What follows belongs to an exercise in optimizing a design on an open flow for small area and a short achievable clock period; a production flow would make more cautious choices.
Function was checked by simulation only, so behaviour that the tests miss may differ from the original.

[flow/flow/extra.mk]
export DONT_USE_CELLS += sky130_fd_sc_hd__xor3_1 sky130_fd_sc_hd__xor3_2 sky130_fd_sc_hd__xor3_4 sky130_fd_sc_hd__xnor3_1 sky130_fd_sc_hd__xnor3_2 sky130_fd_sc_hd__xnor3_4
[flow/config.mk]
export PLATFORM = sky130hd
export DESIGN_NAME = axis_eth_fcs
export DESIGN_NICKNAME = axis_eth_fcs
export VERILOG_FILES = /design/flow/design.v
export SDC_FILE = /design/flow/constraint.sdc
export NUM_CORES = 4
export LEC_CHECK = 0
export CAP_MARGIN = 20
export CORE_MARGIN = 2
export CORE_UTILIZATION = 40
export SETUP_SLACK_MARGIN = 0.3
export SLEW_MARGIN = 20
export DONT_USE_CELLS += sky130_fd_sc_hd__xor3_1 sky130_fd_sc_hd__xor3_2 sky130_fd_sc_hd__xor3_4 sky130_fd_sc_hd__xnor3_1 sky130_fd_sc_hd__xnor3_2 sky130_fd_sc_hd__xnor3_4
[flow/flow/run.sh]
#!/bin/bash
set -euo pipefail
cd "$(dirname "$0")/.."
if [[ -f flow/extra.mk ]]; then cat flow/extra.mk >> config.mk; fi
mapfile -t ARGS < <(grep -v '^\s*$' flow/args.txt)
bash standard.sh synth > flow_synth.log 2>&1
bash standard.sh "${ARGS[@]}" finish > flow_finish.log 2>&1
[flow/constraint.sdc]
create_clock -name core_clock -period 16.0 [get_ports {clk}]
set_input_delay 3.2000 -clock core_clock [delete_from_list [all_inputs] [get_ports {clk}]]
set_output_delay 3.2000 -clock core_clock [all_outputs]
set_load 0.01 [all_outputs]
[flow/flow/args.txt]
SETUP_SLACK_MARGIN=9.75
BUFFER_PORTS_ARGS=-buffer_cell sky130_fd_sc_hd__buf_2
[flow/design.v]
`timescale 1ns / 1ps
module axis_eth_fcs
(
    input  wire        clk,
    input  wire        rst,
    input  wire [127:0]  input_axis_tdata,
    input  wire [15:0]   input_axis_tstrb,
    input  wire          input_axis_tvalid,
    output wire          input_axis_tready,
    input  wire          input_axis_tlast,
    output wire [31:0] output_fcs,
    output wire        output_fcs_valid
);
reg [31:0] crc_raw;
reg [1:0] crc_pad;
reg crc_restart;
reg fcs_valid_reg;
wire [15:0] s = input_axis_tstrb;
wire [31:0] crc;
wire [31:0] u1, u2, u3;
wire p32 = crc_raw[27] ^ crc_raw[29];
wire p33 = crc_raw[28] ^ crc_raw[30];
wire p34 = crc_raw[25] ^ crc_raw[31];
wire p35 = crc_raw[26] ^ p33;
wire p36 = crc_raw[24] ^ p32;
wire p37 = p34 ^ p36;
wire p38 = crc_raw[26] ^ crc_raw[31];
wire p39 = p32 ^ p38;
wire p40 = crc_raw[24] ^ crc_raw[27];
wire p41 = crc_raw[24] ^ p35;
wire p42 = crc_raw[25] ^ p35;
wire p43 = crc_raw[27] ^ p33;
wire p44 = crc_raw[28] ^ crc_raw[29];
wire p45 = p34 ^ p35;
wire p46 = crc_raw[26] ^ crc_raw[30];
wire p47 = crc_raw[30] ^ p32;
wire p48 = crc_raw[28] ^ p40;
assign u1[0] = p37;
assign u1[1] = p42;
assign u1[2] = p39;
assign u1[3] = p43;
assign u1[4] = crc_raw[31] ^ p44;
assign u1[5] = crc_raw[29] ^ crc_raw[30];
assign u1[6] = crc_raw[25] ^ crc_raw[30] ^ p36;
assign u1[7] = p45;
assign u1[8] = crc_raw[0] ^ p39;
assign u1[9] = crc_raw[1] ^ crc_raw[24] ^ crc_raw[29] ^ p33 ^ p34;
assign u1[10] = crc_raw[2] ^ p40 ^ p46;
assign u1[11] = crc_raw[3] ^ crc_raw[27] ^ crc_raw[28] ^ p34;
assign u1[12] = crc_raw[4] ^ crc_raw[26] ^ p44;
assign u1[13] = crc_raw[5] ^ p47;
assign u1[14] = crc_raw[6] ^ crc_raw[31] ^ p33;
assign u1[15] = crc_raw[7] ^ crc_raw[29] ^ crc_raw[31];
assign u1[16] = crc_raw[8] ^ crc_raw[30] ^ p37;
assign u1[17] = crc_raw[9] ^ p45;
assign u1[18] = crc_raw[10] ^ p39;
assign u1[19] = crc_raw[11] ^ p43;
assign u1[20] = crc_raw[12] ^ crc_raw[25] ^ p48;
assign u1[21] = crc_raw[13] ^ p38 ^ p48;
assign u1[22] = crc_raw[14] ^ crc_raw[24] ^ crc_raw[28] ^ crc_raw[31];
assign u1[23] = crc_raw[15] ^ crc_raw[25] ^ crc_raw[29];
assign u1[24] = crc_raw[16] ^ p37 ^ p46;
assign u1[25] = crc_raw[17] ^ crc_raw[29] ^ p41;
assign u1[26] = crc_raw[18] ^ p34 ^ p47;
assign u1[27] = crc_raw[19] ^ p36 ^ p42;
assign u1[28] = crc_raw[20] ^ p41;
assign u1[29] = crc_raw[21] ^ p32 ^ p34;
assign u1[30] = crc_raw[22] ^ p35 ^ p37;
assign u1[31] = crc_raw[23] ^ p41;
wire q32 = crc_raw[19] ^ crc_raw[21];
wire q33 = crc_raw[20] ^ crc_raw[22];
wire q34 = crc_raw[17] ^ crc_raw[23];
wire q35 = crc_raw[18] ^ crc_raw[24];
wire q36 = crc_raw[16] ^ crc_raw[28];
wire q37 = crc_raw[25] ^ crc_raw[27];
wire q38 = crc_raw[26] ^ crc_raw[29];
wire q39 = crc_raw[30] ^ q32;
wire q40 = crc_raw[31] ^ q33;
wire q41 = crc_raw[24] ^ crc_raw[30];
wire q42 = q34 ^ q39;
wire q43 = crc_raw[25] ^ q35;
wire q44 = crc_raw[23] ^ crc_raw[29];
wire q45 = crc_raw[19] ^ crc_raw[26];
wire q46 = crc_raw[28] ^ q40;
wire q47 = crc_raw[20] ^ crc_raw[31];
wire q48 = crc_raw[22] ^ crc_raw[31];
wire q49 = crc_raw[24] ^ crc_raw[27];
wire q50 = q36 ^ q40;
wire q51 = crc_raw[16] ^ q35;
wire q52 = q32 ^ q34;
wire q53 = q36 ^ q37;
wire q54 = crc_raw[17] ^ crc_raw[28];
wire q55 = q35 ^ q38;
wire q56 = q37 ^ q39;
wire q57 = q41 ^ q45;
wire q58 = crc_raw[21] ^ q37;
wire q59 = crc_raw[17] ^ q36;
wire q60 = crc_raw[30] ^ q34;
wire q61 = crc_raw[21] ^ q49;
wire q62 = crc_raw[27] ^ crc_raw[29];
wire q63 = crc_raw[19] ^ crc_raw[20];
wire q64 = crc_raw[25] ^ q63;
wire q65 = crc_raw[16] ^ q42;
wire q66 = crc_raw[23] ^ q38;
wire q67 = crc_raw[18] ^ q38;
wire q68 = q40 ^ q51;
assign u2[0] = q52 ^ q53;
assign u2[1] = q33 ^ q54 ^ q55;
assign u2[2] = crc_raw[18] ^ q44 ^ q56;
assign u2[3] = q46 ^ q57;
assign u2[4] = q44 ^ q47 ^ q58;
assign u2[5] = crc_raw[21] ^ crc_raw[22] ^ crc_raw[26] ^ crc_raw[28] ^ q41;
assign u2[6] = crc_raw[29] ^ q32 ^ q48 ^ q59;
assign u2[7] = crc_raw[18] ^ crc_raw[29] ^ q33 ^ q60;
assign u2[8] = crc_raw[23] ^ crc_raw[31] ^ q35 ^ q39;
assign u2[9] = q34 ^ q50 ^ q61;
assign u2[10] = crc_raw[19] ^ crc_raw[22] ^ q51 ^ q62;
assign u2[11] = crc_raw[28] ^ q60 ^ q64;
assign u2[12] = crc_raw[21] ^ q47 ^ q55;
assign u2[13] = crc_raw[22] ^ q56;
assign u2[14] = crc_raw[23] ^ crc_raw[26] ^ q46;
assign u2[15] = q44 ^ q61;
assign u2[16] = crc_raw[0] ^ crc_raw[22] ^ q49 ^ q65;
assign u2[17] = crc_raw[1] ^ q34 ^ q43 ^ q46;
assign u2[18] = crc_raw[2] ^ q32 ^ q43 ^ q66;
assign u2[19] = crc_raw[3] ^ q33 ^ q37 ^ q57;
assign u2[20] = crc_raw[4] ^ crc_raw[16] ^ crc_raw[17] ^ q45 ^ q47;
assign u2[21] = crc_raw[5] ^ crc_raw[18] ^ crc_raw[23] ^ q36 ^ q64;
assign u2[22] = crc_raw[6] ^ crc_raw[20] ^ crc_raw[24] ^ q53 ^ q66;
assign u2[23] = crc_raw[7] ^ q38 ^ q41 ^ q54 ^ q58;
assign u2[24] = crc_raw[8] ^ q48 ^ q65 ^ q67;
assign u2[25] = crc_raw[9] ^ crc_raw[21] ^ crc_raw[30] ^ q43 ^ q50;
assign u2[26] = crc_raw[10] ^ crc_raw[25] ^ q38 ^ q48 ^ q52;
assign u2[27] = crc_raw[11] ^ crc_raw[26] ^ q33 ^ q39 ^ q43 ^ q59;
assign u2[28] = crc_raw[12] ^ q50 ^ q67;
assign u2[29] = crc_raw[13] ^ q42 ^ q62;
assign u2[30] = crc_raw[14] ^ q37 ^ q42 ^ q68;
assign u2[31] = crc_raw[15] ^ crc_raw[26] ^ crc_raw[27] ^ q68;
wire r32 = crc_raw[13] ^ crc_raw[31];
wire r33 = crc_raw[12] ^ crc_raw[14];
wire r34 = crc_raw[11] ^ crc_raw[15];
wire r35 = crc_raw[16] ^ crc_raw[25];
wire r36 = crc_raw[21] ^ crc_raw[24];
wire r37 = crc_raw[10] ^ crc_raw[26];
wire r38 = crc_raw[8] ^ crc_raw[9];
wire r39 = crc_raw[17] ^ crc_raw[19];
wire r40 = crc_raw[18] ^ crc_raw[20];
wire r41 = crc_raw[22] ^ crc_raw[29];
wire r42 = crc_raw[23] ^ r33;
wire r43 = r32 ^ r38;
wire r44 = crc_raw[27] ^ r35;
wire r45 = crc_raw[12] ^ crc_raw[30];
wire r46 = crc_raw[13] ^ r34;
wire r47 = crc_raw[22] ^ r37;
wire r48 = crc_raw[21] ^ crc_raw[28];
wire r49 = crc_raw[16] ^ crc_raw[27];
wire r50 = crc_raw[15] ^ r36;
wire r51 = crc_raw[17] ^ crc_raw[20];
wire r52 = crc_raw[18] ^ crc_raw[23];
wire r53 = crc_raw[30] ^ r42;
wire r54 = crc_raw[20] ^ r43;
wire r55 = crc_raw[24] ^ r39;
wire r56 = crc_raw[26] ^ r34;
wire r57 = r33 ^ r44;
wire r58 = crc_raw[11] ^ r41;
wire r59 = crc_raw[14] ^ r32;
wire r60 = crc_raw[28] ^ r42;
wire r61 = crc_raw[8] ^ crc_raw[29];
wire r62 = r35 ^ r53;
wire r63 = crc_raw[9] ^ r40;
wire r64 = r39 ^ r48;
wire r65 = r46 ^ r47;
wire r66 = r40 ^ r49;
wire r67 = crc_raw[28] ^ r39;
wire r68 = r45 ^ r50;
wire r69 = crc_raw[11] ^ crc_raw[14];
wire r70 = crc_raw[25] ^ crc_raw[30];
wire r71 = r36 ^ r70;
wire r72 = crc_raw[15] ^ r60;
wire r73 = crc_raw[16] ^ crc_raw[19];
wire r74 = crc_raw[31] ^ r61;
wire r75 = crc_raw[9] ^ crc_raw[27];
wire r76 = r34 ^ r41;
wire r77 = r45 ^ r51;
wire r78 = crc_raw[10] ^ r52;
wire r79 = crc_raw[14] ^ r43;
wire r80 = crc_raw[17] ^ crc_raw[28];
wire r81 = crc_raw[8] ^ r62;
wire r82 = r41 ^ r46;
assign u3[0] = r54 ^ r55 ^ r56;
assign u3[1] = crc_raw[10] ^ crc_raw[21] ^ r57 ^ r63;
assign u3[2] = r64 ^ r65;
assign u3[3] = r42 ^ r58 ^ r66;
assign u3[4] = crc_raw[13] ^ crc_raw[23] ^ r67 ^ r68;
assign u3[5] = crc_raw[24] ^ r35 ^ r40 ^ r41 ^ r59;
assign u3[6] = crc_raw[23] ^ r54 ^ r69 ^ r71;
assign u3[7] = crc_raw[9] ^ crc_raw[25] ^ crc_raw[31] ^ r33 ^ r47 ^ r50;
assign u3[8] = crc_raw[23] ^ r44 ^ r65;
assign u3[9] = crc_raw[19] ^ r49 ^ r54 ^ r72;
assign u3[10] = r37 ^ r48 ^ r69 ^ r73 ^ r74;
assign u3[11] = r75 ^ r76 ^ r77;
assign u3[12] = crc_raw[16] ^ r32 ^ r45 ^ r48 ^ r78;
assign u3[13] = r55 ^ r58 ^ r59;
assign u3[14] = crc_raw[15] ^ crc_raw[25] ^ r40 ^ r53;
assign u3[15] = crc_raw[26] ^ r32 ^ r50 ^ r73;
assign u3[16] = crc_raw[19] ^ crc_raw[22] ^ crc_raw[24] ^ r44 ^ r56 ^ r79;
assign u3[17] = crc_raw[9] ^ r37 ^ r44 ^ r51 ^ r72;
assign u3[18] = crc_raw[18] ^ crc_raw[29] ^ r36 ^ r37 ^ r46 ^ r49 ^ r80;
assign u3[19] = crc_raw[18] ^ crc_raw[30] ^ r57 ^ r58 ^ r67;
assign u3[20] = crc_raw[11] ^ crc_raw[24] ^ crc_raw[28] ^ crc_raw[29] ^ r38 ^ r45 ^ r52;
assign u3[21] = crc_raw[25] ^ r34 ^ r37 ^ r61 ^ r77;
assign u3[22] = crc_raw[8] ^ r39 ^ r66 ^ r68;
assign u3[23] = crc_raw[22] ^ r32 ^ r35 ^ r63 ^ r64;
assign u3[24] = crc_raw[0] ^ r36 ^ r76 ^ r78 ^ r79;
assign u3[25] = crc_raw[1] ^ r32 ^ r47 ^ r51 ^ r81;
assign u3[26] = crc_raw[2] ^ crc_raw[17] ^ r36 ^ r52 ^ r56 ^ r59 ^ r75;
assign u3[27] = crc_raw[3] ^ crc_raw[11] ^ r40 ^ r43 ^ r47 ^ r57 ^ r80;
assign u3[28] = crc_raw[4] ^ crc_raw[10] ^ crc_raw[27] ^ r36 ^ r40 ^ r60 ^ r74;
assign u3[29] = crc_raw[5] ^ crc_raw[9] ^ crc_raw[19] ^ crc_raw[28] ^ r71 ^ r82;
assign u3[30] = crc_raw[6] ^ crc_raw[10] ^ r38 ^ r55 ^ r62 ^ r82;
assign u3[31] = crc_raw[7] ^ crc_raw[10] ^ crc_raw[18] ^ crc_raw[19] ^ r81;
assign crc = crc_pad == 2'd0 ? crc_raw :
             crc_pad == 2'd1 ? u1 :
             crc_pad == 2'd2 ? u2 : u3;
assign input_axis_tready = 1'b1;
assign output_fcs = ~crc;
assign output_fcs_valid = fcs_valid_reg;
wire [31:0] c = crc | {32{crc_restart}};
wire [3:0] sw;
assign sw[0] = s[12];
assign sw[1] = s[8] & ~s[12];
assign sw[2] = s[4] & ~s[8];
assign sw[3] = ~s[4];
wire pad0 = ~s[1] | (s[2] & ~s[3]) | (s[4] & ~s[5]) | (s[6] & ~s[7]) |
            (s[8] & ~s[9]) | (s[10] & ~s[11]) | (s[12] & ~s[13]) | (s[14] & ~s[15]);
wire pad1 = ~s[1] | (s[1] & ~s[2]) | (s[4] & ~s[5]) | (s[5] & ~s[6]) |
            (s[8] & ~s[9]) | (s[9] & ~s[10]) | (s[12] & ~s[13]) | (s[13] & ~s[14]);
wire [127:0] dm;
genvar b;
generate
    for (b = 0; b < 16; b = b + 1) begin : mask
        if (b % 4 == 0) begin : keep
            assign dm[8*b +: 8] = input_axis_tdata[8*b +: 8];
        end else begin : zero
            assign dm[8*b +: 8] = input_axis_tdata[8*b +: 8] & {8{s[b]}};
        end
    end
endgenerate
wire [127:0] x0 = dm ^ {96'h0, c};
wire [127:0] w;
assign w[31:0]   = x0[31:0] & {32{sw[0]}};
assign w[63:32]  = (x0[63:32] & {32{sw[0]}}) | (x0[31:0] & {32{sw[1]}});
assign w[95:64]  = (x0[95:64] & {32{sw[0]}}) | (x0[63:32] & {32{sw[1]}}) |
                   (x0[31:0] & {32{sw[2]}});
assign w[127:96] = (x0[127:96] & {32{sw[0]}}) | (x0[95:64] & {32{sw[1]}}) |
                   (x0[63:32] & {32{sw[2]}}) | (x0[31:0] & {32{sw[3]}});
wire [31:0] t;
wire x128 = w[5] ^ w[14];
wire x129 = w[29] ^ w[75];
wire x130 = w[33] ^ w[103];
wire x131 = w[6] ^ w[44];
wire x132 = w[7] ^ w[36];
wire x133 = w[8] ^ w[37];
wire x134 = w[47] ^ w[67];
wire x135 = w[3] ^ w[76];
wire x136 = w[4] ^ w[77];
wire x137 = w[10] ^ w[96];
wire x138 = w[12] ^ w[98];
wire x139 = w[22] ^ x128;
wire x140 = w[24] ^ w[80];
wire x141 = w[30] ^ w[68];
wire x142 = w[48] ^ w[69];
wire x143 = w[11] ^ w[32];
wire x144 = w[23] ^ w[71];
wire x145 = w[2] ^ w[118];
wire x146 = w[15] ^ w[27];
wire x147 = w[17] ^ w[70];
wire x148 = w[18] ^ w[45];
wire x149 = w[46] ^ w[99];
wire x150 = w[83] ^ x130;
wire x151 = w[16] ^ w[28];
wire x152 = w[34] ^ w[35];
wire x153 = w[57] ^ x131;
wire x154 = w[20] ^ x135;
wire x155 = w[72] ^ w[101];
wire x156 = w[21] ^ x136;
wire x157 = w[38] ^ w[39];
wire x158 = w[25] ^ w[41];
wire x159 = w[31] ^ w[74];
wire x160 = w[43] ^ w[119];
wire x161 = w[49] ^ w[122];
wire x162 = w[56] ^ w[73];
wire x163 = w[78] ^ w[100];
wire x164 = w[13] ^ w[26];
wire x165 = w[50] ^ w[123];
wire x166 = w[95] ^ w[120];
wire x167 = w[19] ^ x129;
wire x168 = w[51] ^ w[124];
wire x169 = w[52] ^ w[125];
wire x170 = w[94] ^ x133;
wire x171 = w[53] ^ w[126];
wire x172 = w[79] ^ x132;
wire x173 = w[54] ^ w[127];
wire x174 = w[40] ^ w[110];
wire x175 = w[0] ^ w[9];
wire x176 = w[102] ^ x140;
wire x177 = x137 ^ x139;
wire x178 = w[1] ^ w[85];
wire x179 = w[62] ^ w[82];
wire x180 = w[104] ^ x142;
wire x181 = w[58] ^ w[114];
wire x182 = w[59] ^ w[115];
wire x183 = w[61] ^ w[84];
wire x184 = w[63] ^ w[65];
wire x185 = w[81] ^ x141;
wire x186 = w[97] ^ x143;
wire x187 = w[112] ^ x162;
wire x188 = w[42] ^ w[92];
wire x189 = w[64] ^ w[66];
wire x190 = w[105] ^ x152;
wire x191 = w[113] ^ x153;
wire x192 = w[86] ^ w[106];
wire x193 = w[87] ^ w[107];
wire x194 = w[88] ^ w[108];
wire x195 = w[60] ^ w[89];
wire x196 = w[109] ^ x157;
wire x197 = w[90] ^ w[117];
wire x198 = w[116] ^ x134;
wire x199 = x138 ^ x144;
wire x200 = w[93] ^ x164;
wire x201 = w[121] ^ x147;
wire x202 = w[91] ^ w[111];
wire x203 = w[55] ^ x150;
wire x204 = x146 ^ x160;
wire x205 = x151 ^ x166;
wire x206 = x149 ^ x156;
wire x207 = x155 ^ x173;
wire x208 = x169 ^ x191;
wire x209 = x148 ^ x174;
wire x210 = x171 ^ x181;
wire x211 = x145 ^ x170;
wire x212 = x158 ^ x163;
wire x213 = w[100] ^ x179;
wire x214 = x159 ^ x165;
wire x215 = x183 ^ x188;
wire x216 = x128 ^ x154;
wire x217 = x167 ^ x192;
wire x218 = x184 ^ x190;
wire x219 = x150 ^ x182;
wire x220 = w[48] ^ x178;
wire x221 = w[66] ^ x196;
wire x222 = x172 ^ x177;
wire x223 = w[40] ^ x176;
wire x224 = x168 ^ x187;
wire x225 = w[94] ^ x198;
wire x226 = x129 ^ x161;
wire x227 = x186 ^ x204;
wire x228 = w[15] ^ x189;
wire x229 = w[19] ^ x130;
wire x230 = w[25] ^ w[47];
wire x231 = w[56] ^ x199;
wire x232 = x180 ^ x205;
wire x233 = w[16] ^ x201;
wire x234 = w[57] ^ x200;
wire x235 = w[18] ^ w[58];
wire x236 = w[29] ^ x175;
wire x237 = w[65] ^ x194;
wire x238 = x171 ^ x193;
wire x239 = w[23] ^ w[67];
wire x240 = w[52] ^ x220;
wire x241 = w[86] ^ x195;
wire x242 = w[32] ^ w[69];
wire x243 = w[53] ^ w[70];
wire x244 = w[22] ^ x197;
wire x245 = w[72] ^ w[76];
wire x246 = w[46] ^ w[89];
wire x247 = w[62] ^ w[121];
wire x248 = w[77] ^ x185;
wire x249 = x202 ^ x207;
wire x250 = w[111] ^ x223;
wire x251 = w[42] ^ x211;
wire x252 = w[7] ^ w[74];
wire x253 = w[8] ^ x182;
wire x254 = w[1] ^ x159;
wire x255 = w[60] ^ x203;
wire x256 = x177 ^ x212;
wire x257 = w[2] ^ x228;
wire x258 = w[4] ^ w[79];
wire x259 = w[101] ^ x230;
wire x260 = x178 ^ x231;
wire x261 = x214 ^ x232;
wire x262 = w[27] ^ w[96];
wire x263 = w[31] ^ x134;
wire x264 = w[33] ^ x155;
wire x265 = w[43] ^ x180;
wire x266 = w[45] ^ w[120];
wire x267 = w[49] ^ x168;
wire x268 = w[83] ^ x149;
wire x269 = x213 ^ x262;
wire x270 = x216 ^ x217;
wire x271 = w[12] ^ x206;
wire x272 = w[13] ^ x170;
wire x273 = w[28] ^ w[97];
wire x274 = w[50] ^ x169;
wire x275 = w[71] ^ w[102];
wire x276 = x131 ^ x163;
wire x277 = x193 ^ x272;
wire x278 = w[6] ^ x139;
wire x279 = w[38] ^ x156;
wire x280 = w[51] ^ x238;
wire x281 = w[59] ^ w[98];
wire x282 = w[106] ^ x161;
wire x283 = w[20] ^ w[78];
wire x284 = w[61] ^ x165;
wire x285 = w[73] ^ x240;
wire x286 = w[80] ^ x167;
wire x287 = x221 ^ x241;
wire x288 = x286 ^ x287;
wire x289 = w[21] ^ w[91];
wire x290 = w[87] ^ x160;
wire x291 = w[90] ^ w[108];
wire x292 = w[116] ^ x243;
wire x293 = w[11] ^ w[35];
wire x294 = w[30] ^ x147;
wire x295 = w[41] ^ x172;
wire x296 = w[54] ^ x208;
wire x297 = w[88] ^ x166;
wire x298 = x133 ^ x140;
wire x299 = x134 ^ x144;
wire x300 = w[93] ^ x210;
wire x301 = x132 ^ x209;
wire x302 = w[17] ^ w[92];
wire x303 = w[105] ^ x143;
wire x304 = x244 ^ x303;
wire x305 = w[9] ^ w[15];
wire x306 = w[68] ^ w[99];
wire x307 = w[81] ^ w[103];
wire x308 = w[125] ^ x194;
wire x309 = w[126] ^ x195;
wire x310 = x224 ^ x251;
wire x311 = x173 ^ x248;
wire x312 = w[7] ^ w[95];
wire x313 = w[14] ^ x225;
wire x314 = w[121] ^ x179;
wire x315 = w[3] ^ w[34];
wire x316 = w[44] ^ w[104];
wire x317 = x138 ^ x145;
wire x318 = x148 ^ x149;
wire x319 = x175 ^ x176;
wire x320 = x183 ^ x227;
wire x321 = x185 ^ x255;
wire x322 = x187 ^ x256;
wire x323 = w[10] ^ w[63];
wire x324 = w[75] ^ x215;
wire x325 = w[117] ^ x190;
wire x326 = w[119] ^ x135;
wire x327 = x164 ^ x229;
wire x328 = x185 ^ x259;
wire x329 = x191 ^ x213;
wire x330 = x258 ^ x261;
wire x331 = w[64] ^ x181;
wire x332 = w[85] ^ x218;
wire x333 = x132 ^ x266;
wire x334 = x136 ^ x270;
wire x335 = x233 ^ x265;
wire x336 = x234 ^ x264;
wire x337 = x263 ^ x331;
wire x338 = x267 ^ x268;
wire x339 = w[32] ^ x146;
wire x340 = w[48] ^ w[119];
wire x341 = w[73] ^ w[84];
wire x342 = x161 ^ x192;
wire x343 = x189 ^ x216;
wire x344 = x201 ^ x273;
wire x345 = x218 ^ x274;
wire x346 = x219 ^ x235;
wire x347 = x271 ^ x340;
wire x348 = x277 ^ x346;
wire x349 = w[82] ^ w[84];
wire x350 = x148 ^ x152;
wire x351 = x163 ^ x282;
wire x352 = x198 ^ x278;
wire x353 = x236 ^ x237;
wire x354 = x279 ^ x352;
wire x355 = x280 ^ x281;
wire x356 = w[6] ^ x222;
wire x357 = w[102] ^ w[104];
wire x358 = w[107] ^ x141;
wire x359 = x133 ^ x239;
wire x360 = x283 ^ x356;
wire x361 = x284 ^ x358;
wire x362 = x288 ^ x359;
wire x363 = w[27] ^ w[112];
wire x364 = w[45] ^ x151;
wire x365 = w[78] ^ x129;
wire x366 = x131 ^ x158;
wire x367 = x154 ^ x174;
wire x368 = x168 ^ x242;
wire x369 = x222 ^ x289;
wire x370 = x291 ^ x292;
wire x371 = x174 ^ x296;
wire x372 = x196 ^ x202;
wire x373 = x206 ^ x236;
wire x374 = x215 ^ x245;
wire x375 = x257 ^ x293;
wire x376 = x294 ^ x297;
wire x377 = x299 ^ x376;
wire x378 = w[43] ^ x157;
wire x379 = w[55] ^ x246;
wire x380 = w[107] ^ x199;
wire x381 = w[118] ^ x188;
wire x382 = x247 ^ x300;
wire x383 = w[3] ^ w[113];
wire x384 = w[28] ^ w[65];
wire x385 = w[118] ^ x138;
wire x386 = x219 ^ x249;
wire x387 = x269 ^ x383;
wire x388 = w[4] ^ w[114];
wire x389 = w[13] ^ x137;
wire x390 = w[35] ^ x276;
wire x391 = w[87] ^ x260;
wire x392 = w[93] ^ w[122];
wire x393 = x145 ^ x302;
wire x394 = x154 ^ x159;
wire x395 = x304 ^ x392;
wire x396 = x388 ^ x394;
wire x397 = w[24] ^ w[34];
wire x398 = w[39] ^ w[55];
wire x399 = x186 ^ x239;
wire x400 = w[49] ^ x154;
wire x401 = w[124] ^ x138;
wire x402 = x141 ^ x175;
wire x403 = x146 ^ x212;
wire x404 = w[23] ^ w[113];
wire x405 = w[42] ^ x197;
wire x406 = w[50] ^ x306;
wire x407 = w[59] ^ x308;
wire x408 = x156 ^ x158;
wire x409 = x234 ^ x305;
wire x410 = x254 ^ x405;
wire x411 = w[26] ^ w[39];
wire x412 = w[109] ^ x226;
wire x413 = w[11] ^ w[22];
wire x414 = w[81] ^ w[127];
wire x415 = x413 ^ x414;
wire x416 = w[19] ^ x310;
wire x417 = w[111] ^ w[115];
wire x418 = w[120] ^ x184;
wire x419 = x203 ^ x252;
wire x420 = x417 ^ x418;
wire x421 = x419 ^ x420;
wire x422 = w[8] ^ x224;
wire x423 = w[17] ^ w[83];
wire x424 = w[5] ^ w[99];
wire x425 = w[30] ^ w[79];
wire x426 = x205 ^ x252;
wire x427 = x210 ^ x245;
wire x428 = x250 ^ x424;
wire x429 = w[0] ^ w[26];
wire x430 = w[46] ^ x214;
wire x431 = w[76] ^ x253;
wire x432 = w[80] ^ w[122];
wire x433 = w[109] ^ x311;
wire x434 = w[63] ^ w[110];
wire x435 = w[123] ^ x144;
wire x436 = w[20] ^ x312;
wire x437 = w[41] ^ x242;
wire x438 = w[0] ^ x153;
wire x439 = w[24] ^ x290;
wire x440 = w[64] ^ x165;
wire x441 = w[96] ^ x309;
wire x442 = w[16] ^ w[21];
wire x443 = w[5] ^ x197;
wire x444 = w[14] ^ w[98];
wire x445 = x137 ^ x142;
wire x446 = x314 ^ x444;
wire x447 = x445 ^ x446;
wire x448 = w[90] ^ x142;
assign t[0] = w[62] ^ w[91] ^ x147 ^ x184 ^ x225 ^ x226 ^ x254 ^ x315 ^ x316 ^ x317 ^ x318 ^ x319 ^ x320 ^ x321 ^ x322;
assign t[1] = x186 ^ x257 ^ x260 ^ x318 ^ x323 ^ x324 ^ x325 ^ x326 ^ x327 ^ x328 ^ x329 ^ x330;
assign t[2] = x143 ^ x176 ^ x269 ^ x317 ^ x332 ^ x333 ^ x334 ^ x335 ^ x336 ^ x337 ^ x338;
assign t[3] = w[36] ^ x275 ^ x276 ^ x328 ^ x339 ^ x341 ^ x342 ^ x343 ^ x344 ^ x345 ^ x347 ^ x348;
assign t[4] = w[37] ^ w[60] ^ w[85] ^ x155 ^ x172 ^ x228 ^ x261 ^ x275 ^ x327 ^ x349 ^ x350 ^ x351 ^ x353 ^ x354 ^ x355;
assign t[5] = w[103] ^ x207 ^ x233 ^ x237 ^ x285 ^ x325 ^ x338 ^ x339 ^ x357 ^ x360 ^ x361 ^ x362;
assign t[6] = w[1] ^ x170 ^ x192 ^ x195 ^ x221 ^ x231 ^ x268 ^ x290 ^ x345 ^ x363 ^ x364 ^ x365 ^ x366 ^ x367 ^ x368 ^ x369 ^ x370;
assign t[7] = w[33] ^ w[45] ^ w[100] ^ w[106] ^ x164 ^ x244 ^ x273 ^ x280 ^ x295 ^ x298 ^ x371 ^ x372 ^ x373 ^ x374 ^ x375 ^ x377;
assign t[8] = w[16] ^ x248 ^ x249 ^ x256 ^ x263 ^ x285 ^ x298 ^ x301 ^ x315 ^ x353 ^ x363 ^ x378 ^ x379 ^ x380 ^ x381 ^ x382;
assign t[9] = w[40] ^ x180 ^ x200 ^ x215 ^ x258 ^ x278 ^ x350 ^ x362 ^ x370 ^ x384 ^ x385 ^ x386 ^ x387;
assign t[10] = w[54] ^ w[75] ^ x221 ^ x229 ^ x259 ^ x301 ^ x384 ^ x389 ^ x390 ^ x391 ^ x393 ^ x395 ^ x396;
assign t[11] = w[66] ^ w[88] ^ w[115] ^ w[123] ^ x202 ^ x209 ^ x211 ^ x270 ^ x295 ^ x336 ^ x347 ^ x357 ^ x397 ^ x398 ^ x399;
assign t[12] = w[58] ^ w[119] ^ x166 ^ x187 ^ x188 ^ x190 ^ x229 ^ x246 ^ x250 ^ x277 ^ x354 ^ x400 ^ x401 ^ x402 ^ x403;
assign t[13] = w[47] ^ w[101] ^ w[106] ^ w[112] ^ w[121] ^ x152 ^ x232 ^ x307 ^ x360 ^ x378 ^ x404 ^ x406 ^ x407 ^ x408 ^ x409 ^ x410;
assign t[14] = w[51] ^ w[82] ^ w[105] ^ w[107] ^ x146 ^ x181 ^ x186 ^ x223 ^ x251 ^ x309 ^ x335 ^ x369 ^ x390 ^ x404 ^ x411 ^ x412;
assign t[15] = w[38] ^ w[52] ^ w[92] ^ w[95] ^ w[97] ^ w[101] ^ w[105] ^ w[114] ^ x135 ^ x151 ^ x172 ^ x175 ^ x199 ^ x204 ^ x209 ^ x219 ^ x282 ^ x284 ^ x291 ^ x294 ^ x298 ^ x366 ^ x415;
assign t[16] = w[3] ^ w[72] ^ w[75] ^ w[82] ^ x136 ^ x139 ^ x151 ^ x196 ^ x200 ^ x227 ^ x243 ^ x299 ^ x351 ^ x361 ^ x416 ^ x421;
assign t[17] = w[9] ^ w[68] ^ w[84] ^ w[94] ^ w[108] ^ w[116] ^ x157 ^ x204 ^ x247 ^ x264 ^ x330 ^ x343 ^ x365 ^ x371 ^ x380 ^ x397 ^ x422 ^ x423;
assign t[18] = w[67] ^ w[108] ^ w[117] ^ x148 ^ x201 ^ x208 ^ x305 ^ x332 ^ x341 ^ x368 ^ x389 ^ x398 ^ x408 ^ x412 ^ x425 ^ x426 ^ x427 ^ x428;
assign t[19] = w[6] ^ w[42] ^ w[71] ^ w[85] ^ w[97] ^ w[118] ^ x130 ^ x169 ^ x189 ^ x210 ^ x217 ^ x233 ^ x293 ^ x301 ^ x322 ^ x429 ^ x430 ^ x431 ^ x432 ^ x433;
assign t[20] = w[25] ^ w[26] ^ w[29] ^ w[45] ^ w[69] ^ w[70] ^ w[77] ^ w[86] ^ x176 ^ x183 ^ x222 ^ x238 ^ x306 ^ x329 ^ x386 ^ x400 ^ x416 ^ x434 ^ x435;
assign t[21] = w[18] ^ w[33] ^ w[61] ^ w[124] ^ x177 ^ x208 ^ x211 ^ x226 ^ x237 ^ x249 ^ x279 ^ x302 ^ x337 ^ x391 ^ x406 ^ x429 ^ x436 ^ x437;
assign t[22] = w[13] ^ w[23] ^ w[51] ^ w[56] ^ w[88] ^ w[125] ^ x158 ^ x161 ^ x253 ^ x265 ^ x288 ^ x289 ^ x300 ^ x307 ^ x312 ^ x313 ^ x323 ^ x374 ^ x385 ^ x423 ^ x430 ^ x438;
assign t[23] = w[39] ^ w[58] ^ w[70] ^ w[99] ^ x179 ^ x209 ^ x267 ^ x285 ^ x304 ^ x311 ^ x313 ^ x316 ^ x324 ^ x409 ^ x431 ^ x436 ^ x439 ^ x440 ^ x441;
assign t[24] = w[34] ^ w[53] ^ w[77] ^ w[127] ^ x178 ^ x180 ^ x217 ^ x235 ^ x274 ^ x281 ^ x307 ^ x326 ^ x349 ^ x377 ^ x395 ^ x422 ^ x428 ^ x442;
assign t[25] = w[0] ^ w[10] ^ w[72] ^ w[102] ^ x162 ^ x198 ^ x218 ^ x220 ^ x266 ^ x296 ^ x314 ^ x320 ^ x334 ^ x355 ^ x379 ^ x432 ^ x435;
assign t[26] = w[24] ^ w[47] ^ w[63] ^ w[74] ^ w[123] ^ x151 ^ x162 ^ x173 ^ x193 ^ x194 ^ x206 ^ x240 ^ x247 ^ x283 ^ x321 ^ x333 ^ x342 ^ x375 ^ x401 ^ x427 ^ x438 ^ x443;
assign t[27] = w[112] ^ w[124] ^ x153 ^ x227 ^ x241 ^ x292 ^ x295 ^ x308 ^ x319 ^ x348 ^ x433 ^ x440 ^ x442 ^ x447;
assign t[28] = w[38] ^ w[54] ^ w[91] ^ w[109] ^ w[110] ^ w[126] ^ x134 ^ x141 ^ x167 ^ x235 ^ x246 ^ x275 ^ x310 ^ x387 ^ x407 ^ x426 ^ x437 ^ x439 ^ x443;
assign t[29] = w[8] ^ w[59] ^ w[127] ^ x155 ^ x160 ^ x167 ^ x203 ^ x208 ^ x230 ^ x297 ^ x344 ^ x372 ^ x381 ^ x396 ^ x402 ^ x434 ^ x441 ^ x448;
assign t[30] = w[64] ^ w[68] ^ w[71] ^ w[89] ^ x140 ^ x271 ^ x313 ^ x367 ^ x382 ^ x393 ^ x403 ^ x411 ^ x415 ^ x421 ^ x448;
assign t[31] = w[17] ^ w[43] ^ w[44] ^ w[61] ^ w[73] ^ w[95] ^ x145 ^ x189 ^ x200 ^ x207 ^ x250 ^ x253 ^ x255 ^ x364 ^ x373 ^ x399 ^ x410 ^ x425 ^ x447;
always @(posedge clk or posedge rst) begin
    if (rst) begin
        crc_restart <= 1'b1;
        fcs_valid_reg <= 1'b0;
    end else begin
        fcs_valid_reg <= input_axis_tvalid & input_axis_tlast;
        if (input_axis_tvalid) begin
            crc_restart <= input_axis_tlast;
        end
    end
end
always @(posedge clk) begin
    if (input_axis_tvalid) begin
        crc_raw <= t;
        crc_pad <= {pad1, pad0};
    end
end
endmodule
[flow/standard.sh]
#!/bin/bash
# synth_recipe.tcl (not shown) runs the flow's synth.tcl, then flattens the netlist and writes it again
# the make line also repeats each setting of config.mk as NAME=value (left out here)
make -C /OpenROAD-flow-scripts/flow DESIGN_CONFIG=/design/flow/config.mk WORK_HOME=/design/flow/orfs CLKGATE_MAP_FILE= SYNTH_SCRIPT=/design/flow/synth_recipe.tcl "${@:-finish}"
==> results.py, run 1 <==
metrics = {
    "status": {
        "outcome": "timing/DRC/antenna clean",
    },
    "floorplanning": {
        "die-area_mm2": 0.0437,
        "die_w_um": 209,
        "start_util_pct": 40.3,
        "ioPinCount": 182,
        "core_mm2": 0.0418,
        "rows": 75,
        "die_y_um": 209,
    },
    "clock_network": {
        "hold_buffers": 0,
        "cts_htree_levels": 2,
        "cts.path.max_buffers": 2,
        "insertion_delay_ns": 0.29,
        "numCtsBuffers": 5,
        "cts.sinks": 36,
        "cts_tree": "done",
        "clk_pin_slew_ns": 0.06,
        "root_buffer": "clkbuf_16",
    },
    "placement": {
        "hpwl_um": 80300,
        "place_congestion": 1.12,
        "placedInstanceArea_mm2": 0.0186,
        "place.port_buffers": 179,
    },
    "critical_path": {
        "required_ns": 16.03,
        "critical-path-top-delay-family": "XOR/XNOR gates",
        "endpoint_kind": "register",
        "worstPathCellList": "clkbuf_4 > nand2_1 > xnor2_4 > a22o_1 > xor2_2 > xnor2_1 > xnor2_2 > xnor2_1 > xnor2_1 > xnor2_1 > xnor2_1",
        "critPathKind": "in2reg",
        "cpMaxStageDelayCell": "a22o_1",
        "path_common_cell": "xnor2_1",
        "start_kind": "primary input",
        "crit_arrival_ns": 6.33,
        "slowest_delay_ns": 0.48,
        "path_buf_inv": 1,
        "crit_fanout": 11,
    },
    "finish": {
        "largest_register": "crc_raw",
        "final_area_mm2": 0.0223,
        "fillers": 3975,
        "layout.nets": 2461,
        "largest_reg_flops": 32,
        "reg_top3": "crc_raw (32), crc_pad (2)",
        "area_growth_pct": 32.7,
        "utilization_pct": 53.5,
        "drive_gt1_share_pct": 32.2,
    },
    "timing": {
        "fmax_ghz": 0.159,
        "maxSlewViolCount": 0,
        "max_slew_margin_pct": 28.9,
        "hold_viol": 0,
        "final.setup_skew_ns": 0.0105,
        "finalCriticalPeriod_ns": 6.30,
        "setup_viol": 0,
        "layout_worst_path_cycle_share_pct": 39.4,
        "fin_setup_tns_ns": 0,
        "worst_slew_pin_slew_ns": 1.07,
        "rsz0062_at_grt": "yes",
    },
    "global_route": {
        "grt_pass1_wl_um": 132000,
        "grt.total_usage_pct": 43.7,
        "grt_pass1_vias": 16472,
        "grt-ovfl-total": 0,
        "grt_max_degree": 60,
        "antenna_found_initial": 3,
    },
    "synth": {
        "synth_top_cell_area_share_pct": 47.1,
        "syn-num-nets": 2174,
        "synth.area.mux_share_pct": 2.79,
        "yosysWarnings": 1,
        "synth_top_family_by_area": "XOR/XNOR gates",
        "synthSimpleGateAreaFrac_pct": 8.73,
        "synthAdderAreaFrac_pct": 0,
        "synth.most_common_cell": "xnor2_1",
        "seq_area_frac_synth_pct": 6.37,
        "synth.cell_area_mm2": 0.0168,
        "synth_area_per_cell_um2": 8.31,
        "synth_compound_area_share_pct": 13.0,
        "synth_seq_cells": 36,
        "synth_top_area_cell": "xnor2_1",
        "synth_cells": 2026,
        "synthArstFlopShare_pct": 5.56,
        "synth_xor_area_share_pct": 65.4,
        "netlist-cell-type-count": 79,
        "synth_edf_count": 34,
        "synth_area_leaders": "xnor2_1, xor2_1, edfxtp_1",
        "synth_common_cells": "xnor2_1, xor2_1, nand2_1",
        "ys.flop_type": "edfxtp_1",
    },
    "detailed_routing": {
        "wire_per_inst_um": 34.5,
        "via_per_inst": 6.07,
        "drt_iter0_drc": 2180,
        "wl_um": 98600,
        "drc_errors": 0,
        "dr.pass1.iters": 12,
        "drtAntennaViolNets": 0,
        "vias": 17319,
    },
    "worst_hold_path": {
        "hold_class": "reg2reg",
    },
    "run": {
        "maxCapViolCount": 0,
    },
}
==> layout by cell type, fill, tap and decap left out, types with 10 or more instances in the layout <==
master    count
xor2_1      206
xnor2_2     141
buf_2       175
buf_4       182
nor3_1       16
and2_1       23
a211oi_1     10
edfxtp_1     34
xnor2_4      39
inv_1        14
xnor2_1     767
nor2_1       52
a222oi_1     25
o211ai_1     16
a21oi_1      44
xor2_2       35
a22o_1       15
nand2_1     151
mux2i_1      26
o21ai_0      21
buf_12       16
nand3_1      14
xor2_4       18
a22oi_1      26
==> logic make-up (layout without fill, tap and decap cells) <==
group	after synthesis	count (layout)
other	1	2
AND/OR/NAND/NOR	327	327
flip-flops	36	36
XOR/XNOR	1206	1206
buffers and inverters	124	412
AO/OA/AOI/OAI	289	289
multiplexers	43	43
==> what timing repair did <==
action,4_1_cts,5_1_grt
gates resized for setup,269,96
cloned,1,3
setup endpoints to repair,50,41
setup buffers,79,50
pin swaps,49,46
==> worst paths after layout <==
| path | from | to | slack, ns | depth (start not counted) |
|---|---|---|---|---|
| worst max-delay path | input_axis_tstrb[2] | crc_raw[16] | 9.70 | 11 |
| worst min-delay path | crc_restart | crc_restart | 1.0 | 2 |
| worst max register to register | crc_raw[28] | crc_raw[21] | 10.32 | 16 |
| worst min register to register | crc_restart | crc_restart | 1.0 | 2 |
| max in group asynchronous | rst | crc_restart | 13.05 | 2 |
| min in group asynchronous | rst | fcs_valid_reg | 2.75 | 2 |
==> area by class of cell <==
type,instances,area (µm²),share of cell area [%]
tap,539,674,3.02
inverter,18,73.8,0.330
clock inverter,2,11.3,0.0504
antenna,1,2.50,0.0112
multi-input combinational,1866,17600,78.7
clock buffer,6,129,0.577
sequential,36,1070,4.80
timing repair buffer,386,2790,12.5
==> through the flow <==
step / instances / setup WS (ns) / hold WS [ns]
after floorplan: 2026 / 9.75 / 0.849
after CTS: 2800 / 9.70 / 0.972
final: 2854 / 9.70 / 0.997
after detailed placement: 2712 / 7.69 / 0.976
after global routing: 2853 / 9.65 / 1.03
after global placement: 2711 / 7.66 / 1.00
==> per-layer routing <==
layer / wire length (µm) / GRT usage, % / up-vias
met5: 0 / 0 / -
met4: 9910 / 33.7 / 0
met3: 9400 / 7.80 / 410
met2: 43000 / 69.2 / 1259
met1: 36200 / 52.8 / 8375
li1: - / - / 7275
==> worst reg2reg max path: stages, from the launching register on <==
cell and delay, ns:
edfxtp_1 0.35, buf_4 0.24, xnor2_1 0.16, buf_4 0.24, xnor2_2 0.42, nand2b_1 0.16
mux2i_1 0.24, nor4_1 0.95, xor2_1 0.46, nand2_2 0.39, xor2_4 0.39, xor2_2 0.39
xnor2_2 0.21, xnor2_2 0.19, xnor2_2 0.32, xnor2_1 0.14, xnor2_1 0.15
==> run 2: changes to the inputs <==
==> flow/flow/args.txt (replaced) <==
SETUP_SLACK_MARGIN=9.5
BUFFER_PORTS_ARGS=-buffer_cell sky130_fd_sc_hd__buf_2
CORE_UTILIZATION=48
==> run 2 against run 1 <==
  * Design area fell by 6.4%
  * Non-clock buffer count fell by 62
  * Worst setup slack got worse by 0.30 ns
  * Sequential cell count unchanged
  * Final cell count fell by 5.2%
  * Utilization grew 7.0 points
  * Critical path depth grew 6
  * Count of clock-buffer cells in the layout down 1
  * Hold slack improved by 0.38 ns
  * Highest routed layer unchanged
==> results.py, run 2 <==
metrics = {
    "finish": {
        "most-common-layout-cells": "xnor2_1, xor2_1, buf_2",
        "final_area_mm2": 0.0209,
        "fillers": 3123,
        "regArea_mm2": 0.00107,
        "insertedDiodeCount": 0,
        "utilization_pct": 60.6,
        "largest_register": "crc_raw",
        "largest_reg_flops": 32,
        "multi_input_area_mm2": 0.0168,
        "drive_gt1_share_pct": 27.1,
        "reg_top3": "crc_raw (32), crc_pad (2)",
        "area_growth_pct": 24.3,
        "layout.nets": 2399,
        "layout_commonest_cell": "xnor2_1",
    },
    "synth": {
        "synth.cell_area_mm2": 0.0168,
        "syn-num-nets": 2174,
        "synth_area_leaders": "xnor2_1, xor2_1, edfxtp_1",
        "synth_area_per_cell_um2": 8.31,
        "synth_cells": 2026,
        "synth_xor_area_share_pct": 65.4,
        "synth.area.mux_share_pct": 2.79,
        "ys.flop_type": "edfxtp_1",
        "netlist-cell-type-count": 79,
        "synth_edf_count": 34,
        "synthSimpleGateAreaFrac_pct": 8.73,
        "synth_common_cells": "xnor2_1, xor2_1, nand2_1",
        "synthAdderAreaFrac_pct": 0,
        "seq_area_frac_synth_pct": 6.37,
        "synth_top_family_by_area": "XOR/XNOR gates",
        "synth_seq_cells": 36,
        "synth_top_cell_area_share_pct": 47.1,
        "synth.most_common_cell": "xnor2_1",
        "synthArstFlopShare_pct": 5.56,
        "yosysWarnings": 1,
        "synth_top_area_cell": "xnor2_1",
        "synth_compound_area_share_pct": 13.0,
    },
    "critical_path": {
        "critical-path-top-delay-family": "XOR/XNOR gates",
        "required_ns": 16.07,
        "r2r_cells": 16,
        "start_kind": "primary input",
        "crit_fanout": 8,
        "crit_arrival_ns": 6.67,
        "worstPathCellList": "buf_2 > nor2b_4 > buf_4 > and2_1 > a22o_1 > a21oi_2 > o21ai_0 > mux2_4 > xnor2_2 > xor2_1 > xnor2_1 > xnor2_1 > xnor2_2 > buf_4 > xnor2_1 > xnor2_1 > xnor2_1",
        "path_common_cell": "xnor2_1",
        "slowest_delay_ns": 0.38,
        "cp.depth": 17,
        "cpMaxStageDelayCell": "mux2_4",
        "critPathKind": "in2reg",
        "endpoint_kind": "register",
        "path_buf_inv": 3,
    },
    "timing": {
        "hold_viol": 0,
        "fmax_ghz": 0.151,
        "layout_worst_path_cycle_share_pct": 41.3,
        "worst_slew_pin_slew_ns": 1.31,
        "rsz0062_at_grt": "yes",
        "finalCriticalPeriod_ns": 6.60,
        "fin_setup_tns_ns": 0,
        "final.setup_skew_ns": 0.0181,
        "max_slew_margin_pct": 12.5,
        "setup_ws_ns": 9.40,
        "setup_viol": 0,
        "maxSlewViolCount": 0,
    },
    "global_route": {
        "grt_pass1_wl_um": 127000,
        "antenna_found_initial": 0,
        "grt_pass1_vias": 16298,
        "grt.total_usage_pct": 50.0,
        "grt-ovfl-total": 0,
        "grt_max_degree": 59,
    },
    "placement": {
        "hpwl_um": 75200,
        "placedInstanceArea_mm2": 0.0183,
        "place_congestion": 1.14,
        "dpl_worst_slack_ns": 7.25,
        "place.port_buffers": 179,
    },
    "clock_network": {
        "numCtsBuffers": 5,
        "cts_tree": "done",
        "insertion_delay_ns": 0.31,
        "hold_buffers": 0,
        "cts.sinks": 36,
        "root_buffer": "clkbuf_16",
        "clk_pin_slew_ns": 0.07,
        "cts_htree_levels": 2,
        "cts.path.max_buffers": 2,
    },
    "floorplanning": {
        "die_y_um": 191,
        "core_mm2": 0.0345,
        "start_util_pct": 48.7,
        "rows": 68,
        "die_w_um": 191,
        "die-area_mm2": 0.0366,
        "ioPinCount": 182,
    },
    "detailed_routing": {
        "via_per_inst": 6.39,
        "drt_iter0_drc": 2816,
        "wire_per_inst_um": 34.2,
        "drtAntennaViolNets": 0,
        "drc_errors": 0,
        "dr.pass1.iters": 8,
        "vias": 17306,
        "wl_um": 92600,
    },
    "worst_hold_path": {
        "hold_path_depth": 3,
        "hold_class": "reg2reg",
    },
    "run": {
        "maxCapViolCount": 0,
    },
    "status": {
        "outcome": "timing/DRC/antenna clean",
    },
}
run 2: cell types whose count changed in the layout (fill, tap and decap cells not counted), moves of 7 or more:
cell / change
xnor2_1: +37
xor2_2: -7
xnor2_2: -17
xor2_1: +10
buf_4: -55
xnor2_4: -20
run 2: area by class of cell:
| cell class | count | area share (%) |
|---|---|---|
| Timing Repair Buffer | 324 | 10.6 |
| Clock inverter | 3 | 0.0897 |
| Sequential cell | 36 | 5.13 |
| Tap cell | 455 | 2.72 |
| Multi-Input combinational cell | 1866 | 80.5 |
| Clock buffer | 5 | 0.598 |
| Inverter | 18 | 0.359 |
run 2: cell families (layout without fill, tap and decap cells):
group,after synthesis,count (layout)
xor gates and xnor gates,1206,1206
and+or+nand+nor,327,327
AOI/OAI and AO/OA,289,289
buffers and inverters,124,350
muxes,43,43
DFF,36,36
other,1,1
run 2: path summary, 6_finish.rpt:
path                                     start            end  slack [ns]
hold reg to reg                    crc_restart    crc_restart        1.38
setup / recovery           input_axis_tstrb[8]    crc_raw[30]        9.40
min in group asynchronous                  rst  fcs_valid_reg        2.73
hold / removal                     crc_restart    crc_restart        1.38
setup reg to reg                   crc_raw[18]    crc_raw[16]        9.84
max in group asynchronous                  rst    crc_restart       13.07
run 2: through the flow:
stage                     hold slack (ns)  std cells
final                                1.38       2707
after global routing                 1.33       2707
after CTS                            1.26       2675
after detailed placement             1.25       2622
after global placement               1.23       2622
after floorplan                     0.849       2026
run 2: metal layers:
layer	GRT usage, %	routed length (µm)	part of all wire (%)
met3	11.5	11700	13
met1	64.1	34500	37
met5	0	0	0
met4	34.1	8540	9.2
met2	74.3	37900	41
run 2: worst min-delay path: cells and delay by family, from the launching register on:
family | cells | cell delay [ns]
flip-flops | 1 | 0.36
AO/OA/AOI/OAI | 1 | 0.15
buffers and inverters | 2 | 0.83
run 2: timing repair:
action	4_1_cts	5_1_grt
gates cloned	1	1
pin swaps	20	17
resized for setup	186	80
setup endpoints to repair	38	41
setup buffers	44	30
==> run 3: changes to the inputs <==
==> flow/flow/args.txt (replaced) <==
SETUP_SLACK_MARGIN=8.75
BUFFER_PORTS_ARGS=-buffer_cell sky130_fd_sc_hd__buf_2
==> run 3 against run 2 <==
  * Still clean
  * Die area increased by 20%
  * Count of clock-buffer cells in the layout increased by 2
  * Sequential share of layout area increased by 0.54 points
  * Clock skew decreased by 0.0096 ns
  * Sequential cell count unchanged
  * Critical endpoint is now crc_raw[27]
  * Highest routed layer unchanged
==> results.py, run 3 <==
metrics = {
    "floorplanning": {
        "start_util_pct": 40.3,
        "rows": 75,
        "core_mm2": 0.0418,
        "die-area_mm2": 0.0437,
        "die_w_um": 209,
        "die_y_um": 209,
        "ioPinCount": 182,
    },
    "synth": {
        "synth_edf_count": 34,
        "ys.flop_type": "edfxtp_1",
        "synth_top_area_cell": "xnor2_1",
        "synth.cell_area_mm2": 0.0168,
        "synth_xor_area_share_pct": 65.4,
        "synth_top_family_by_area": "XOR/XNOR gates",
        "synth_area_per_cell_um2": 8.31,
        "seq_area_frac_synth_pct": 6.37,
        "synth_seq_cells": 36,
        "yosysWarnings": 1,
        "synth.area.mux_share_pct": 2.79,
        "synth_area_leaders": "xnor2_1, xor2_1, edfxtp_1",
        "synth_cells": 2026,
        "synth_top_cell_area_share_pct": 47.1,
        "synthArstFlopShare_pct": 5.56,
        "synthAdderAreaFrac_pct": 0,
        "synth.most_common_cell": "xnor2_1",
        "synth_common_cells": "xnor2_1, xor2_1, nand2_1",
        "synthSimpleGateAreaFrac_pct": 8.73,
        "synth_compound_area_share_pct": 13.0,
        "syn-num-nets": 2174,
        "netlist-cell-type-count": 79,
    },
    "finish": {
        "insertedDiodeCount": 0,
        "layout.nets": 2334,
        "largest_reg_flops": 32,
        "drive_gt1_share_pct": 18.0,
        "most-common-layout-cells": "xnor2_1, xor2_1, buf_2",
        "area_growth_pct": 12.4,
        "reg_top3": "crc_raw (32), crc_pad (2)",
        "layout_commonest_cell": "xnor2_1",
        "largest_register": "crc_raw",
    },
    "global_route": {
        "grt.total_usage_pct": 42.9,
        "grt_pass1_wl_um": 130000,
        "grt_max_degree": 51,
        "antenna_found_initial": 0,
        "grt-ovfl-total": 0,
        "grt_pass1_vias": 15787,
    },
    "critical_path": {
        "path_common_cell": "xnor2_1",
        "r2r_end": "crc_raw[13]",
        "cpMaxStageDelayCell": "o211ai_1",
        "slowest_delay_ns": 0.53,
        "reg2reg_from": "crc_raw[30]",
        "required_ns": 16.02,
        "worstPathCellList": "buf_4 > inv_1 > nor2_2 > buf_6 > and2_1 > nand2_1 > o211ai_1 > xor2_2 > xnor2_1 > xnor2_1 > xnor2_1 > xnor2_1 > xnor2_1 > xnor2_1",
        "start_kind": "primary input",
        "crit_fanout": 39,
        "endpoint_kind": "register",
        "crit_arrival_ns": 7.23,
        "r2r_cells": 14,
        "rrSetupSlack_ns": 8.89,
        "critPathKind": "in2reg",
    },
    "placement": {
        "dpl_worst_slack_ns": 7.70,
        "hpwl_um": 81300,
        "place.port_buffers": 179,
        "place_congestion": 1.11,
    },
    "timing": {
        "finalCriticalPeriod_ns": 7.20,
        "rsz0062_at_grt": "yes",
        "worst_slew_pin_slew_ns": 1.26,
        "max_slew_margin_pct": 15.9,
        "maxSlewViolCount": 0,
        "final.setup_skew_ns": 0.00859,
        "fmax_ghz": 0.139,
        "layout_worst_path_cycle_share_pct": 45.0,
        "hold_viol": 0,
        "fin_setup_tns_ns": 0,
        "setup_viol": 0,
        "setup_ws_ns": 8.80,
    },
    "detailed_routing": {
        "via_per_inst": 5.98,
        "drc_errors": 0,
        "dr.pass1.iters": 7,
        "vias": 16291,
        "drt_iter0_drc": 1945,
        "drtAntennaViolNets": 0,
        "wl_um": 95700,
        "wire_per_inst_um": 35.1,
    },
    "worst_hold_path": {
        "hp-start": "crc_restart",
        "hold_end": "crc_restart",
        "hold_class": "reg2reg",
        "hold_path_depth": 4,
    },
    "clock_network": {
        "insertion_delay_ns": 0.29,
        "hold_buffers": 0,
        "cts.path.max_buffers": 2,
        "cts.sinks": 36,
        "cts_tree": "done",
        "cts_htree_levels": 2,
        "root_buffer": "clkbuf_16",
        "clk_pin_slew_ns": 0.06,
        "numCtsBuffers": 5,
    },
    "run": {
        "maxCapViolCount": 0,
    },
    "status": {
        "outcome": "timing/DRC/antenna clean",
    },
}
run 3: cell counts after synthesis:
No cell type changed its count.
run 3: how the worst max path moves through the flow:
stage,cells past startpoint,slack [ns],from,to
5_1_grt,15,8.72,input_axis_tstrb[4],crc_raw[26]
6_report,14,8.80,input_axis_tstrb[4],crc_raw[27]
4_1_cts,15,8.75,input_axis_tstrb[12],crc_raw[27]
3_3_place_gp,13,7.74,input_axis_tstrb[4],crc_raw[28]
2_1_floorplan,14,9.41,input_axis_tstrb[8],crc_raw[16]
3_5_place_dp,13,7.70,input_axis_tstrb[4],crc_raw[28]
run 3: per-stage QoR:
stage	utilization (%)	hold slack, ns	cells	cell area (µm²)
global route	45.3	1.38	2726	18900
global placement	44.2	1.31	2710	18500
CTS	44.8	1.32	2719	18700
detailed placement	44.2	1.30	2710	18500
finish	45.3	1.37	2726	18900
floorplan	-	0.849	2026	16800
run 3: kinds of logic (layout without fill, tap and decap cells):
kind of cell	Yosys count	count (layout)
xor+xnor	1206	1206
compound gates	289	289
other cells	1	1
flops	36	36
buf+inv	124	285
simple gates	327	327
mux	43	43
run 3: final cells by class:
class                   count  area, µm²
fillers                  4232      22800
multi-input cells        1866      15400
repair buffers            259       1520
flip-flops and latches     36       1070
well taps                 539        674
clock buffers               7        133
inverters                  18       67.6
clock inverters             1       8.76
run 3: layer usage:
metal	track usage [%]	vias up	part of all wire, %
li1	-	7024	-
met1	51.8	7881	38
met2	70.2	1085	45
met3	6.22	301	8.5
met4	30.3	0	8.7
met5	0	-	0
run 3: critical path: cells and delay by family:
kind                      cells  cell delay (ns)
xor gates and xnor gates      7             2.02
buffers and inverters         3             0.80
and+or+nand+nor               3             0.67
AOI/OAI and AO/OA             1             0.53
run 3: timing repair:
action / CTS / global route
resized for setup: 18 / 27
pin swaps: 0 / 2
endpoints found under the setup margin: 32 / 30
endpoints found under the hold margin: 0 / 0
setup buffers: 1 / 7
==> run 4: changes to the inputs <==
==> flow/flow/args.txt (replaced) <==
SETUP_SLACK_MARGIN=9.25
BUFFER_PORTS_ARGS=-buffer_cell sky130_fd_sc_hd__buf_2
PLACE_DENSITY=0.75
==> run 4 against run 3 <==
  * Critical path depth decreased by 2
  * Final cell count increased by 1.8%
  * Fmax increased by 5.9%
  * Still clean on timing, DRC and antenna
  * Non-clock buffer count increased by 48
  * Global-route usage increased by 1.2 points
==> results.py, run 4 <==
metrics = {
    "status": {
        "outcome": "timing/DRC/antenna clean",
    },
    "critical_path": {
        "slowest_delay_ns": 0.78,
        "path_buf_inv": 3,
        "required_ns": 16.03,
        "cp-endpoint": "crc_raw[22]",
        "rrSetupSlack_ns": 9.89,
        "crit_fanout": 56,
        "reg2reg_from": "crc_raw[15]",
        "endpoint_kind": "register",
        "start_kind": "primary input",
        "critical-path-top-delay-family": "XOR/XNOR gates",
        "critPathKind": "in2reg",
        "worstPathCellList": "buf_2 > buf_8 > buf_12 > and2_2 > a221oi_2 > xor2_1 > xnor2_1 > xnor2_1 > xnor2_1 > xnor2_1 > xnor2_1 > xnor2_1",
        "cp.depth": 12,
        "r2r_end": "crc_raw[26]",
        "path_common_cell": "xnor2_1",
        "worstSetupStartpoint": "input_axis_tstrb[12]",
        "cpMaxStageDelayCell": "a221oi_2",
        "r2r_cells": 15,
        "crit_arrival_ns": 6.84,
    },
    "detailed_routing": {
        "drt_iter0_drc": 2252,
        "wl_um": 98500,
        "wire_per_inst_um": 35.5,
        "dr.pass1.iters": 8,
        "vias": 16835,
        "via_per_inst": 6.07,
        "drc_errors": 0,
        "drtAntennaViolNets": 0,
    },
    "global_route": {
        "antenna_found_initial": 0,
        "grt_max_degree": 57,
        "grt_pass1_vias": 16124,
        "grt-ovfl-total": 0,
        "grt_pass1_wl_um": 132000,
        "grt.total_usage_pct": 44.1,
    },
    "finish": {
        "final_area_mm2": 0.0206,
        "fillers": 4097,
        "drive_gt1_share_pct": 25.5,
        "regArea_mm2": 0.00107,
        "largest_reg_flops": 32,
        "area_growth_pct": 22.1,
        "layout_commonest_cell": "xnor2_1",
        "multi_input_area_mm2": 0.0166,
        "most-common-layout-cells": "xnor2_1, xor2_1, buf_2",
        "reg_top3": "crc_raw (32), crc_pad (2)",
        "insertedDiodeCount": 0,
        "largest_register": "crc_raw",
        "layout.nets": 2382,
        "final_cells": 2774,
    },
    "timing": {
        "rsz0062_at_grt": "yes",
        "worst_slew_pin_slew_ns": 1.16,
        "fmax_ghz": 0.147,
        "fin_setup_tns_ns": 0,
        "layout_worst_path_cycle_share_pct": 42.5,
        "finalCriticalPeriod_ns": 6.80,
        "setup_viol": 0,
        "hold_slack_ns": 1.27,
        "max_slew_margin_pct": 22.2,
        "final.setup_skew_ns": 0.00983,
        "hold_viol": 0,
        "maxSlewViolCount": 0,
    },
    "synth": {
        "synth_area_leaders": "xnor2_1, xor2_1, edfxtp_1",
        "synth_xor_area_share_pct": 65.4,
        "synth_compound_area_share_pct": 13.0,
        "synth_top_family_by_area": "XOR/XNOR gates",
        "synth_seq_cells": 36,
        "synth_edf_count": 34,
        "yosysWarnings": 1,
        "seq_area_frac_synth_pct": 6.37,
        "synth_top_area_cell": "xnor2_1",
        "synthArstFlopShare_pct": 5.56,
        "ys.flop_type": "edfxtp_1",
        "synth.area.mux_share_pct": 2.79,
        "synth_area_per_cell_um2": 8.31,
        "netlist-cell-type-count": 79,
        "synth.cell_area_mm2": 0.0168,
        "synth_top_cell_area_share_pct": 47.1,
        "synth.most_common_cell": "xnor2_1",
        "synth_common_cells": "xnor2_1, xor2_1, nand2_1",
        "synth_cells": 2026,
        "syn-num-nets": 2174,
        "synthSimpleGateAreaFrac_pct": 8.73,
        "synthAdderAreaFrac_pct": 0,
    },
    "clock_network": {
        "insertion_delay_ns": 0.29,
        "hold_buffers": 0,
        "cts.path.max_buffers": 2,
        "root_buffer": "clkbuf_16",
        "clk_pin_slew_ns": 0.06,
        "cts_tree": "done",
        "cts_htree_levels": 2,
        "cts.sinks": 36,
        "numCtsBuffers": 5,
    },
    "floorplanning": {
        "core_mm2": 0.0418,
        "start_util_pct": 40.3,
        "die_w_um": 209,
        "rows": 75,
        "die_y_um": 209,
        "ioPinCount": 182,
        "die-area_mm2": 0.0437,
    },
    "placement": {
        "place_congestion": 1.13,
        "dp.cells": 2721,
        "placedInstanceArea_mm2": 0.0185,
        "hpwl_um": 82100,
        "place.port_buffers": 179,
    },
    "worst_hold_path": {
        "hold_class": "reg2reg",
    },
    "run": {
        "maxCapViolCount": 0,
    },
}
==> run 4: cell counts after synthesis <==
No cell type changed its count.
==> run 4: timing repair <==
item / 4_1_cts / 5_1_grt
endpoints found under the setup margin: 35 / 34
buffers inserted: 37 / 7
gates resized for setup: 174 / 50
pin swaps: 20 / 6
==> run 4: area by class of cell <==
| cell class | count | share of cell area [%] |
|---|---|---|
| inverters | 18 | 0.329 |
| repair buffers | 307 | 9.56 |
| clock inverters | 3 | 0.0852 |
| flip-flops and latches | 36 | 5.22 |
| well taps | 539 | 3.28 |
| clock buffers | 5 | 0.609 |
| multi-input cells | 1866 | 80.9 |
==> run 4: worst min-delay path by stage <==
| stage | from | endpoint | cells past startpoint |
|---|---|---|---|
| floorplan | crc_restart | crc_restart | 3 |
| global placement | crc_restart | crc_restart | 4 |
| detailed placement | crc_restart | crc_restart | 4 |
| CTS | crc_restart | crc_restart | 4 |
| global route | crc_restart | crc_restart | 4 |
| finish | crc_restart | crc_restart | 4 |
==> run 4: layer usage <==
metal  global-route usage [%]  routed length [µm]  vias to the layer above
li1                         -                   -                     7120
met1                     51.0               35000                     7977
met2                     71.5               43600                     1337
met3                     8.07                9470                      401
met4                     35.8               10400                        0
met5                        0                   0                        -
==> run 4: logic make-up after synthesis <==
logic type / Yosys count
flops: 36
simple gates: 327
mux: 43
compound gates: 289
other cells: 1
xor+xnor: 1206
buf+inv: 124
==> run 4: worst reg2reg max path, cell delays in order, from the launching register on <==
cell and delay, ns:
edfxtp_1 0.87, xor2_1 0.23, xnor2_1 0.50, xnor2_1 0.30, xnor2_1 0.26, mux2i_1 0.37, o2111ai_1 0.44, xnor2_1 0.59
nand2_1 0.30, xor2_1 0.52, xnor2_2 0.29, xnor2_2 0.42, xor2_1 0.14, xnor2_1 0.30, xnor2_1 0.19, xnor2_1 0.14
==> run 4: through the flow <==
stage	worst slack, ns	utilization (%)
after floorplan	9.41	-
after global placement	7.64	44.4
after detailed placement	7.64	44.4
after CTS	9.14	48.3
after global routing	9.21	49.2
final	9.20	49.2

==> port drivers added, routing unchanged <==
Ports are ideal in the flow. The routed layouts listed here were re-timed in OpenROAD.
Step 1: set_driving_cell puts a clkbuf_16 on clk and a buf_2 on each other input, an assumption about the parent block.
Step 2, shift: input delay + t, output delay - t, t = (earliest + latest rising clock arrival at the registers) / 2. This alone moves slack from input paths to output paths.
Three values: no drivers, after step 1, after step 2; two values: the first two.
| run | shift t [ns] | slack for setup (ns) | worst setup path at the end | worst register clock-pin slew, ns | pins driven straight from the clock port |
|---|---|---|---|---|---|
| run 1 | 0.331 | 9.697 / 9.713 / 9.382 | input to register | 0.06 / 0.06 | 1 |
| run 2 | 0.348 | 9.396 / 9.418 / 9.070 | input to register | 0.07 / 0.07 | 1 |
| run 3 | 0.325 | 8.795 / 8.813 / 8.488 | input to register | 0.06 / 0.06 | 1 |
| run 4 | 0.332 | 9.199 / 9.181 / 8.866 | input to register | 0.06 / 0.06 | 1 |
After both steps every run listed still meets setup and hold. For run 4, which loses most, drivers alone change the setup slack by -0.018 ns; drivers and shift together by -0.333 ns.
